From an optimization exercise on the open Yosys and OpenROAD flow, aimed at small area and a short achievable clock period; shortcuts taken in it are not production practice.
The RTL was checked by simulation tests, not by an equivalence proof against the original design.

Setup of lagoon:
Design ohs_boost_l2, start of the top module:
module ohs_boost_l2 #(
  parameter data_width = 32,
  parameter data_decimal = 22
)(
  input aclk,
  input resetn,
  input ce,
  input signed [data_width-1:0] kL,
  input signed [data_width-1:0] kRL,
  input signed [data_width-1:0] kC,
  input signed [data_width-1:0] kR,
  input signed [data_width-1:0] vdc,
  input S1_pwm,
  output wire signed [data_width-1:0] iL,
  output wire signed [data_width-1:0] vL,
  output wire signed [data_width-1:0] iC,
  output wire signed [data_width-1:0] vC,
  output wire signed [data_width-1:0] iLoad
);
Size: ~160 flip-flops, ~320 I/O pins, about 88,000 um^2 of cells after synthesis.
Settings: LEC_CHECK=0, ABC_AREA=1, CAP_MARGIN=20, CORE_MARGIN=2, CORE_UTILIZATION=40, SLEW_MARGIN=20, SYNTH_HIERARCHICAL=1, SYNTH_MINIMUM_KEEP_SIZE=0; clock period 34.0 ns.
standard.sh (not shown) runs the stock make flow with config.mk's settings and CLKGATE_MAP_FILE= SYNTH_SCRIPT=/design/flow/synth_recipe.tcl, a recipe that flattens the netlist after the stock synthesis.
==> flow/flow/run.sh <==
#!/bin/bash
set -euo pipefail
MARGIN=9
bash standard.sh synth > synth.log 2>&1
bash standard.sh SETUP_SLACK_MARGIN=$MARGIN finish > layout.log 2>&1
lagoon ended with every stage complete and zero timing, DRC or antenna violations.
> inputs changed (lagoon -> juniper)
# lagoon
export LEC_CHECK = 0
export ABC_AREA = 1
export CAP_MARGIN = 20
export CORE_MARGIN = 2
export CORE_UTILIZATION = 40
export SLEW_MARGIN = 20
export SYNTH_HIERARCHICAL = 1
export SYNTH_MINIMUM_KEEP_SIZE = 0
create_clock -name core_clock -period 34.0 [get_ports {aclk}]
# juniper
export LEC_CHECK = 0
export ABC_AREA = 1
export CAP_MARGIN = 20
export CORE_MARGIN = 2
export CORE_UTILIZATION = 65
export CTS_CLUSTER_DIAMETER = 40
export CTS_CLUSTER_SIZE = 10
export SLEW_MARGIN = 20
export SYNTH_HIERARCHICAL = 1
export SYNTH_MINIMUM_KEEP_SIZE = 0
create_clock -name core_clock -period 34.0 [get_ports {aclk}]
==> flow/flow/run.sh <==
#!/bin/bash
set -euo pipefail
MARGIN=9
bash standard.sh synth > synth.log 2>&1
bash standard.sh SETUP_SLACK_MARGIN=$MARGIN "BUFFER_PORTS_ARGS=-buffer_cell sky130_fd_sc_hd__buf_2" finish > layout.log 2>&1
### Flow results
juniper has completed all stages; timing, DRC and antenna checks passed.
lagoon went all the way through synthesis, placement and routing and the layout is clean on timing, DRC and antenna.
Number of cells on the worst reg-to-reg path (juniper over lagoon): decrease, 2
In the tables for juniper and lagoon, die area reads higher with lagoon.
Against lagoon, juniper reports a count of clock-buffer cells in the layout that is higher.
Vias: juniper fewer than lagoon
Post-detailed-placement cell area for juniper: 3.2% down relative to lagoon
Number of search-and-repair iterations in the first detailed-routing pass is lower on lagoon
Sequential share of layout area: juniper vs lagoon up 0.24 points
[inputs] umber vs juniper
# juniper
export LEC_CHECK = 0
export ABC_AREA = 1
export CAP_MARGIN = 20
export CORE_MARGIN = 2
export CORE_UTILIZATION = 65
export CTS_CLUSTER_DIAMETER = 40
export CTS_CLUSTER_SIZE = 10
export SLEW_MARGIN = 20
export SYNTH_HIERARCHICAL = 1
export SYNTH_MINIMUM_KEEP_SIZE = 0
create_clock -name core_clock -period 34.0 [get_ports {aclk}]
# umber
export LEC_CHECK = 0
export ABC_AREA = 1
export CAP_MARGIN = 10
export CORE_MARGIN = 2
export CORE_UTILIZATION = 60
export SLEW_MARGIN = 10
export SYNTH_HIERARCHICAL = 1
export SYNTH_MINIMUM_KEEP_SIZE = 0
export TNS_END_PERCENT = 10
create_clock -name core_clock -period 34.0 [get_ports {aclk}]
Results
Non-clock buffer count went down by a few percent going from juniper to umber. Any difference in fraction of standard cell area that is sequential between juniper and umber is small enough to ignore. Final critical-path share of the clock period: umber > juniper. kC[21] as the launching instance or port of the critical path was reported by juniper, and kC[23] by umber. Measured against each other, juniper and umber differ in aggregate routed wire length, the lower figure coming from juniper. Delta (umber minus juniper): total number of nets in the final design about even, latest clock arrival within the worst-skew pair barely changed.
Inputs modified between umber and xenon:
# umber
export LEC_CHECK = 0
export ABC_AREA = 1
export CAP_MARGIN = 10
export CORE_MARGIN = 2
export CORE_UTILIZATION = 60
export SLEW_MARGIN = 10
export SYNTH_HIERARCHICAL = 1
export SYNTH_MINIMUM_KEEP_SIZE = 0
export TNS_END_PERCENT = 10
create_clock -name core_clock -period 34.0 [get_ports {aclk}]
# xenon
export LEC_CHECK = 0
export ABC_AREA = 1
export CAP_MARGIN = 20
export CORE_MARGIN = 2
export CORE_UTILIZATION = 55
export SLEW_MARGIN = 20
export SYNTH_HIERARCHICAL = 1
export SYNTH_MINIMUM_KEEP_SIZE = 0
export TNS_END_PERCENT = 10
create_clock -name core_clock -period 34.0 [get_ports {aclk}]
Notes after the runs:
Sum of buffers and inverters on the critical path: xenon < umber. Die area for xenon: about 9% up relative to umber. Side by side, non-clock buffer count turned out lower in xenon than in umber. Against umber, xenon reports a wire length reported by the detailed router that is higher. Worst hold slack came out higher on xenon than on umber. On share of post-route cells with drive strength above 1: between xenon and umber, it ends up higher for umber. Finished layout cell area essentially unchanged between xenon and umber. In terms of multi-input logic area, umber and xenon differ only marginally. Relative to umber, final core utilization has gone down in xenon. xenon vs umber: worst setup slack down. Looking at launch point of the worst path, the kC[3] result is from xenon; the kC[23] one comes from umber.
Input-level comparison between indigo and xenon:
# xenon
export LEC_CHECK = 0
export ABC_AREA = 1
export CAP_MARGIN = 20
export CORE_MARGIN = 2
export CORE_UTILIZATION = 55
export SLEW_MARGIN = 20
export SYNTH_HIERARCHICAL = 1
export SYNTH_MINIMUM_KEEP_SIZE = 0
export TNS_END_PERCENT = 10
create_clock -name core_clock -period 34.0 [get_ports {aclk}]
# indigo
export LEC_CHECK = 0
export ABC_AREA = 1
export CAP_MARGIN = 20
export CORE_MARGIN = 2
export CORE_UTILIZATION = 55
export SLEW_MARGIN = 20
export SYNTH_HIERARCHICAL = 1
export SYNTH_MINIMUM_KEEP_SIZE = 0
create_clock -name core_clock -period 34.0 [get_ports {aclk}]
--- outcome ---
indigo: flow completed, timing, DRC and antenna clean
| final worst-path cycle share | indigo vs xenon | 0.37 points lower |
Comparing xenon and indigo, the lower proportion of layout cells with a drive suffix above 1 is on xenon.
For indigo, the launch point of the critical path was kC[4], unlike xenon, where it was kC[3].
indigo ends up with a critical path depth that is 13% higher than in xenon.
xenon -> indigo: maximum clock skew at final layout flat
## Diff of input files: yarrow against indigo
# indigo
export LEC_CHECK = 0
export ABC_AREA = 1
export CAP_MARGIN = 20
export CORE_MARGIN = 2
export CORE_UTILIZATION = 55
export SLEW_MARGIN = 20
export SYNTH_HIERARCHICAL = 1
export SYNTH_MINIMUM_KEEP_SIZE = 0
create_clock -name core_clock -period 34.0 [get_ports {aclk}]
# yarrow
export LEC_CHECK = 0
export ABC_AREA = 1
export CAP_MARGIN = 10
export CORE_MARGIN = 2
export CORE_UTILIZATION = 55
export SLEW_MARGIN = 10
export SYNTH_HIERARCHICAL = 1
export SYNTH_MINIMUM_KEEP_SIZE = 0
export TNS_END_PERCENT = 10
create_clock -name core_clock -period 34.0 [get_ports {aclk}]
==> flow/flow/run.sh <==
#!/bin/bash
set -euo pipefail
MARGIN=9
bash standard.sh synth > synth.log 2>&1
bash standard.sh SETUP_SLACK_MARGIN=$MARGIN "BUFFER_PORTS_ARGS=-buffer_cell sky130_fd_sc_hd__buf_1" finish > layout.log 2>&1
==> results.txt <==
- yarrow against indigo: clock-buffer cell count went up.
- indigo and yarrow ended up with nearly the same number of non-clock buffers.
- | wire length | yarrow vs indigo | 1.3 mm higher |
- First-pass GRT wire length in yarrow vs indigo: up 0.47%
- Compared with indigo, first-iteration detailed-routing DRC count in yarrow decreased slightly.
- Comparing indigo with yarrow, the via count came out essentially unchanged.
- Between indigo and yarrow, time the final worst path needs with I/O delays and setup is higher for indigo, yarrow comes in under that.

==> port drivers added, routing unchanged <==
Ports are ideal in the flow. The routed layouts listed here were re-timed in OpenROAD. Step 1 assumes that a clkbuf_16 drives the clock port and a buf_2 every other input. Step 2 times the ports against the registers' clock, not the clock port: input delays grow and output delays shrink by t, the midpoint of the rising clock arrivals with the driver on. a / b / c = ideal ports / drivers / drivers and shift; a / b = the first two.
run	t, ns	setup WS [ns]	worst hold slack (ns)	worst slew at a driven data input, ns
lagoon	0.605	8.959 / 8.936 / 8.936	0.514 / 0.514 / 0.514	0.07
juniper	0.583	9.149 / 9.125 / 9.125	0.527 / 0.527 / 0.527	0.09
umber	0.574	9.081 / 9.060 / 9.060	0.526 / 0.526 / 0.526	0.10
xenon	0.576	9.020 / 8.998 / 8.998	0.530 / 0.530 / 0.530	0.20
indigo	0.570	9.146 / 9.126 / 9.126	0.527 / 0.527 / 0.527	0.22
yarrow	0.594	9.169 / 9.144 / 9.144	0.523 / 0.523 / 0.523	0.18
After both steps every run listed still meets setup and hold. The setup slack of yarrow, which loses most, moves by -0.025 ns with the drivers and by -0.025 ns with both steps.
